Source: an optimization exercise on an open RTL-to-GDS flow (aim: small area and a short achievable clock period). Production flows keep margins and buffers that such runs may drop.
RTL that was checked went through simulation tests only; none was proved equivalent to the original.
Power is estimated from default activity; no workload was simulated.

## run A
// cnn_accelerator
module cnn_accelerator (
    input clk,
    input reset,
    input [7:0] pixel_in,
    input [1:0] kernel_size,
    output reg detected
);
    wire [1:0] lvl;
    systolic_array sa (
        .clk(clk),
        .reset(reset),
        .kernel_size(kernel_size),
        .pixel_in(pixel_in),
        .level(lvl)
    );
    always @(posedge clk or posedge reset) begin
        if (reset)
            detected <= 0;
        else begin
            case (kernel_size)
                2'b00: detected <= |lvl;
                2'b01: detected <= lvl[1];
                2'b10: detected <= &lvl;
                default: detected <= 0;
            endcase
        end
    end
endmodule
Size in the first run: roughly 320 cells after synthesis, ~58 flip-flops.
make LEC_CHECK=0 ABC_CLOCK_PERIOD_IN_PS=2200 CAP_MARGIN=20 CELL_PAD_IN_SITES_DETAIL_PLACEMENT=0 CELL_PAD_IN_SITES_GLOBAL_PLACEMENT=0 CORE_MARGIN=2 CORE_UTILIZATION=65 CTS_BUF_LIST=sky130_fd_sc_hd__clkbuf_4 SETUP_SLACK_MARGIN=3.8 SLEW_MARGIN=20 finish   # period 6.0 ns
run.sh (not shown) runs the stock make flow with config.mk's settings and CLKGATE_MAP_FILE= SYNTH_SCRIPT=/design/flow/synth_recipe.tcl, a recipe that flattens the netlist after the stock synthesis.
The inputs of run B differ from those of run A as listed below.
- CELL_PAD_IN_SITES_GLOBAL_PLACEMENT removed (was 0)
- CELL_PAD_IN_SITES_DETAIL_PLACEMENT removed (was 0)
- CORE_UTILIZATION changed from 65 to 72
==> results.txt <==
- In the flow results for run B and run A, the fraction of power spent switching nets is larger on run B.
- [compare] base=run A new=run B: global-route usage increased 4.1 points; combinational cell fraction of total power increased 1.8 points; clock buffer instance count of the final layout increased 1; total combinational power increased 9.7%; total power increased 0.000063 W.
- Re non-clock buffer count: run A was lower than run B.
diff inputs: run B => run C
- a change of CORE_UTILIZATION from 72 to 55
==> comparison <==
Global-route wire length before repair sits lower in run C than in run B. Run B -> run C: initial antenna violation count delta 0, exact match. Worst path setup slack after routing in run C is 0.056 ns above run B. Diff run B -> run C: post-detailed-route wirelength per cell now smaller, via count now smaller.

---

== job 4116 ==
Another version of the RTL of cnn_accelerator (not shown whole).
Size: ~58 flip-flops, ~13 I/O pins, about 3400 µm² of cells after synthesis.
==> flow/config.mk <==
export PLATFORM = sky130hd
export DESIGN_NAME = cnn_accelerator
export DESIGN_NICKNAME = cnn_accelerator
export VERILOG_FILES = /design/flow/design.v
export SDC_FILE = /design/flow/constraint.sdc
export NUM_CORES = 4
export LEC_CHECK = 0
export ABC_CLOCK_PERIOD_IN_PS = 2400
export CAP_MARGIN = 20
export CORE_MARGIN = 2
export CORE_UTILIZATION = 65
export SETUP_SLACK_MARGIN = 3.6
export SLEW_MARGIN = 20
export SYNTH_HIERARCHICAL = 1
==> flow/constraint.sdc <==
create_clock -name core_clock -period 6.0 [get_ports {clk}]
set_input_delay 1.2000 -clock core_clock [delete_from_list [all_inputs] [get_ports {clk}]]
set_output_delay 1.2000 -clock core_clock [all_outputs]
set_load 0.01 [all_outputs]
Job 4116: no failed stages, no open violations at the end
Inputs modified between job 4116 and job 4460:
diff --git a/flow/config.mk b/flow/config.mk
--- a/flow/config.mk
+++ b/flow/config.mk
@@ -7,3 +7,3 @@
 export LEC_CHECK = 0
-export ABC_CLOCK_PERIOD_IN_PS = 2400
+export ABC_CLOCK_PERIOD_IN_PS = 2300
 export CAP_MARGIN = 20
@@ -11,3 +11,4 @@
 export CORE_UTILIZATION = 65
-export SETUP_SLACK_MARGIN = 3.6
+export CTS_BUF_LIST = sky130_fd_sc_hd__clkbuf_4
+export SETUP_SLACK_MARGIN = 3.7
 export SLEW_MARGIN = 20
--- outcome ---
- Compared job 4460 vs job 4116, and peak supply drop is up in job 4460.
- The worst-case hold slack reported for job 4460 is greater than that of job 4116 by 5.9 ps.
- On clock-pin slew on the worst setup and hold paths: job 4460 sits above job 4116.
- Job 4460 — multi-input combinational area share 0.52 points higher, job 4116 as reference
- For the critical path depth, job 4460 came in 4 lower than job 4116 did.
--- input diff job 4460..job 3268 ---
diff --git a/flow/config.mk b/flow/config.mk
--- a/flow/config.mk
+++ b/flow/config.mk
@@ -7,3 +7,3 @@
 export LEC_CHECK = 0
-export ABC_CLOCK_PERIOD_IN_PS = 2300
+export ABC_CLOCK_PERIOD_IN_PS = 2200
 export CAP_MARGIN = 20
@@ -12,3 +12,3 @@
 export CTS_BUF_LIST = sky130_fd_sc_hd__clkbuf_4
-export SETUP_SLACK_MARGIN = 3.7
+export SETUP_SLACK_MARGIN = 3.8
 export SLEW_MARGIN = 20
Summary of job 3268 over job 4460: post-cts resize count shows an increase of 6, largest fanout on the critical path saw an increase, remaining antenna violation count after routing about even, setup slack of the worst register-to-register path rose 100 ps. Compared with job 4460, job 3268 shows a higher count of clock-net buffers in the final layout. Final worst-path setup slack: job 3268 better than job 4460. Comparing job 4460 and job 3268, the higher via count was measured on job 3268. Worst hold slack down 3.3 ps in job 3268 wrt job 4460. Fmax | job 3268 vs job 4460 | job 3268 faster. Between job 4460 and job 3268, the number of violations reported at the end of detailed-routing iteration 0 is higher for job 3268. Summary — maximum VDD drop, job 3268 relative to job 4460: lower, by 3.5%. detected as the critical path endpoint was reported by job 4460, and sa.term_q[5]$_DFF_P_ by job 3268.
Changes in job 4880 relative to job 3268:
diff --git a/flow/config.mk b/flow/config.mk
--- a/flow/config.mk
+++ b/flow/config.mk
@@ -7,3 +7,3 @@
 export LEC_CHECK = 0
-export ABC_CLOCK_PERIOD_IN_PS = 2200
+export ABC_CLOCK_PERIOD_IN_PS = 2100
 export CAP_MARGIN = 20
@@ -12,3 +12,3 @@
 export CTS_BUF_LIST = sky130_fd_sc_hd__clkbuf_4
-export SETUP_SLACK_MARGIN = 3.8
+export SETUP_SLACK_MARGIN = 3.9
 export SLEW_MARGIN = 20
## What came out
- Comparing job 4880 with job 3268, the worst-case reg-to-reg path depth came out essentially unchanged.
- Row share of power burned in registers: job 4880 lower / job 3268 higher
- Changes observed in job 4880 relative to job 3268: cell count along the critical path climbed 4, multi-input gate share of the layout cell area -0.61 points, critical path buffer and inverter count went up, clock transition at the registers of the reported paths ~0 delta, highest achievable clock rate saw a decrease.
- Compared with job 3268, global-route wire length before repair in job 4880 increased by a little under 10%.
- Share of the clock period used by the worst path after layout was higher in job 4880 than in job 3268.
- Of job 3268 and job 4880, job 4880 shows the higher wire length, with job 3268 below it.
No run of this note included a check of the RTL's function; only the layout flow was run.

---

job 242:
RTL: one of the versions met above, not the one the previous note started from.
For scale: roughly 58 flip-flops, roughly 13 I/O pins.
==> flow/design.v (excerpt) <==
module cnn_accelerator (
    input clk,
    input reset,
    input [7:0] pixel_in,
    input [1:0] kernel_size,
    output reg detected
);
    wire [1:0] lvl;
    systolic_array sa (
        .clk(clk),
        .reset(reset),
        .kernel_size(kernel_size),
        .pixel_in(pixel_in),
        .level(lvl)
    );
    always @(posedge clk or posedge reset) begin
        if (reset)
            detected <= 0;
        else begin
            case (kernel_size)
                2'b00: detected <= |lvl;
                2'b01: detected <= lvl[1];
                2'b10: detected <= &lvl;
                default: detected <= 0;
            endcase
        end
    end
endmodule
==> flow/config.mk <==
export PLATFORM = sky130hd
export DESIGN_NAME = cnn_accelerator
export DESIGN_NICKNAME = cnn_accelerator
export VERILOG_FILES = /design/flow/design.v
export SDC_FILE = /design/flow/constraint.sdc
export NUM_CORES = 4
export LEC_CHECK = 0
export ABC_CLOCK_PERIOD_IN_PS = 2100
export CAP_MARGIN = 20
export CORE_MARGIN = 2
export CORE_UTILIZATION = 65
export CTS_BUF_LIST = sky130_fd_sc_hd__clkbuf_4
export SETUP_SLACK_MARGIN = 3.9
export SLEW_MARGIN = 20
==> flow/constraint.sdc <==
create_clock -name core_clock -period 6.0 [get_ports {clk}]
set_input_delay 1.2000 -clock core_clock [delete_from_list [all_inputs] [get_ports {clk}]]
set_output_delay 1.2000 -clock core_clock [all_outputs]
set_load 0.01 [all_outputs]
The following lists how job 5654 was set up differently from job 242:
- SETUP_SLACK_MARGIN: 3.9 -> 3.8
- PLACE_DENSITY: unset -> 0.45
- ABC_CLOCK_PERIOD_IN_PS: 2100 -> 2200
==> comparison <==
Arrival time at the worst endpoint (higher): job 5654
Job 5654 against job 242: net switching power -about 7%, setup slack down 0.051 ns.
Relative to job 5654, the following input files were edited for job 3538:
- SETUP_SLACK_MARGIN now 3.6, was 3.8
- PLACE_DENSITY no longer set, was 0.45
- CTS_BUF_LIST no longer set, was sky130_fd_sc_hd__clkbuf_4
- ABC_CLOCK_PERIOD_IN_PS now 2400, was 2200
### Flow results
- End point of the critical path = sa.term_q[5]: job 5654; end point of the critical path = sa.term_q[0]: job 3538
- Of job 5654 and job 3538, the run reporting the higher number of global-route vias before repair was job 3538.
- Relative to job 5654, via count has gone down in job 3538.
- Job 5654 → job 3538: non-clock buffer count fell 10; combinational fraction of design power fell 4.8 points; clock latency on the worst-skew pair fell 0.06 ns.
- Between job 3538 and job 5654, it is job 3538 whose total design power is higher, by about 6%.
- Where wire length of the first global-routing pass is concerned, job 5654 is better than job 3538.
- Final area of job 3538 falls short of that of job 5654 by a few percent.
Relative to job 3538, the following input files were edited for job 9346:
- CTS_BUF_LIST now sky130_fd_sc_hd__clkbuf_4, previously not set
- ABC_CLOCK_PERIOD_IN_PS now 2200, was 2400
- SETUP_SLACK_MARGIN now 3.8, was 3.6
- CORE_UTILIZATION now 80, was 65
Job 9346 reached the end of the flow, and the finished layout is clean on the timing, design-rule and antenna checks. Detailed-routed wire length on met2, job 9346 and job 3538: higher on job 9346. Clock period minus worst slack (higher): job 9346. Between job 9346 and job 3538, it is job 9346 whose tap cell count is lower, by about 25%.

---

cnn_accelerator again, from the RTL that the note above started with.
clock: 6.0 ns
lec_check: 0
abc_clock_period_in_ps: 2200
cap_margin: 0
core_margin: 2
core_utilization: 65
cts_buf_list: sky130_fd_sc_hd__clkbuf_4
setup_slack_margin: 3.8
slew_margin: 0
Rerun with:
CAP_MARGIN = 20   (was 0)
CELL_PAD_IN_SITES_DETAIL_PLACEMENT = 1   (was unset)
CELL_PAD_IN_SITES_GLOBAL_PLACEMENT = 4   (was unset)
SLEW_MARGIN = 20   (was 0)
What happened: With this change the flow died in global placement without I/O; synthesized area is unchanged; synthesized cell count is unchanged.
Rerun with:
CELL_PAD_IN_SITES_DETAIL_PLACEMENT = unset   (was 1)
CELL_PAD_IN_SITES_GLOBAL_PLACEMENT = unset   (was 4)
GPL_ROUTABILITY_DRIVEN = 0   (was unset)
GPL_TIMING_DRIVEN = 0   (was unset)
What happened: The new run completed without violations; area after synthesis stays the same; synthesized cell count does not change.
Rerun with:
ABC_CLOCK_PERIOD_IN_PS = 2300   (was 2200)
GPL_ROUTABILITY_DRIVEN = unset   (was 0)
GPL_TIMING_DRIVEN = unset   (was 0)
SETUP_SLACK_MARGIN = 3.7   (was 3.8)
Outcome:
- sequential power barely changes
- sequential share of layout area went up by 1.7 points
- register-to-register slack degrades by 20 ps
- setup slack got worse by 34 ps
- core utilization decreases by 4.0 points
- hold slack stays flat
- clock skew barely changes
- first-iteration DRC count falls by about a fifth
- design area is lower by a few percent
Rerun with:
ABC_CLOCK_PERIOD_IN_PS = 2050   (was 2300)
CTS_BUF_LIST = unset   (was sky130_fd_sc_hd__clkbuf_4)
SETUP_SLACK_MARGIN = 3.95   (was 3.7)
=> The new run ran to the end with no violations; global-route usage rose by 2.5 points; worst setup slack gains 130 ps; sequential share of layout area goes down by 3.2 points; clock-buffer cell count rises by 3; hold slack got worse by 13 ps; flip-flop and latch count does not change; via count went up by 6.4%; synthesized area does not change; design area rose by 12%; non-clock buffer count grows by 21; total power is higher by 13%.

==> static timing again, ports no longer ideal <==
The flow's constraints put no driver on any port. The routed layouts listed below were extracted and timed again, unchanged, in two steps. Step 1, drivers: a clkbuf_16 drives clk and a buf_2 each remaining input, both assumed. Step 2 also shifts input and output timing later by t, the mid clock arrival at the registers, as if the neighbouring blocks saw the same clock. Three values: ideal ports, drivers, drivers and shift; two values: the first two.
run	t, ns	setup WS [ns]	hold WS [ns]	cell pins on the clock port's net
run A	0.423	3.844 / 3.840 / 3.417	0.441 / 0.441 / 0.441	1
run B	0.419	3.814 / 3.814 / 3.435	0.435 / 0.435 / 0.435	1
run C	0.433	3.870 / 3.870 / 3.446	0.439 / 0.439 / 0.439	1
job 4116	0.358	3.713 / 3.722 / 3.364	0.437 / 0.437 / 0.437	1
job 4460	0.408	3.781 / 3.758 / 3.406	0.443 / 0.443 / 0.443	1
job 3268	0.414	3.896 / 3.904 / 3.492	0.439 / 0.439 / 0.439	1
job 4880	0.417	3.885 / 3.885 / 3.539	0.433 / 0.433 / 0.433	1
job 242	0.411	3.895 / 3.850 / 3.438	0.440 / 0.440 / 0.440	1
job 5654	0.423	3.844 / 3.840 / 3.417	0.441 / 0.441 / 0.441	1
job 3538	0.368	3.733 / 3.733 / 3.404	0.434 / 0.434 / 0.434	1
job 9346	0.451	3.512 / 3.512 / 3.283	0.450 / 0.450 / 0.450	1
the first run of note 4	0.423	3.844 / 3.840 / 3.417	0.441 / 0.441 / 0.441	1
the third run of note 4	0.430	3.787 / 3.787 / 3.452	0.443 / 0.443 / 0.443	1
the fourth run of note 4	0.426	3.754 / 3.759 / 3.333	0.446 / 0.446 / 0.446	1
the fifth run of note 4	0.368	3.879 / 3.855 / 3.487	0.433 / 0.433 / 0.433	1
After both steps every run listed still meets setup and hold. The setup slack of job 242, which loses most, moves by -0.045 ns with the drivers and by -0.457 ns with both steps.
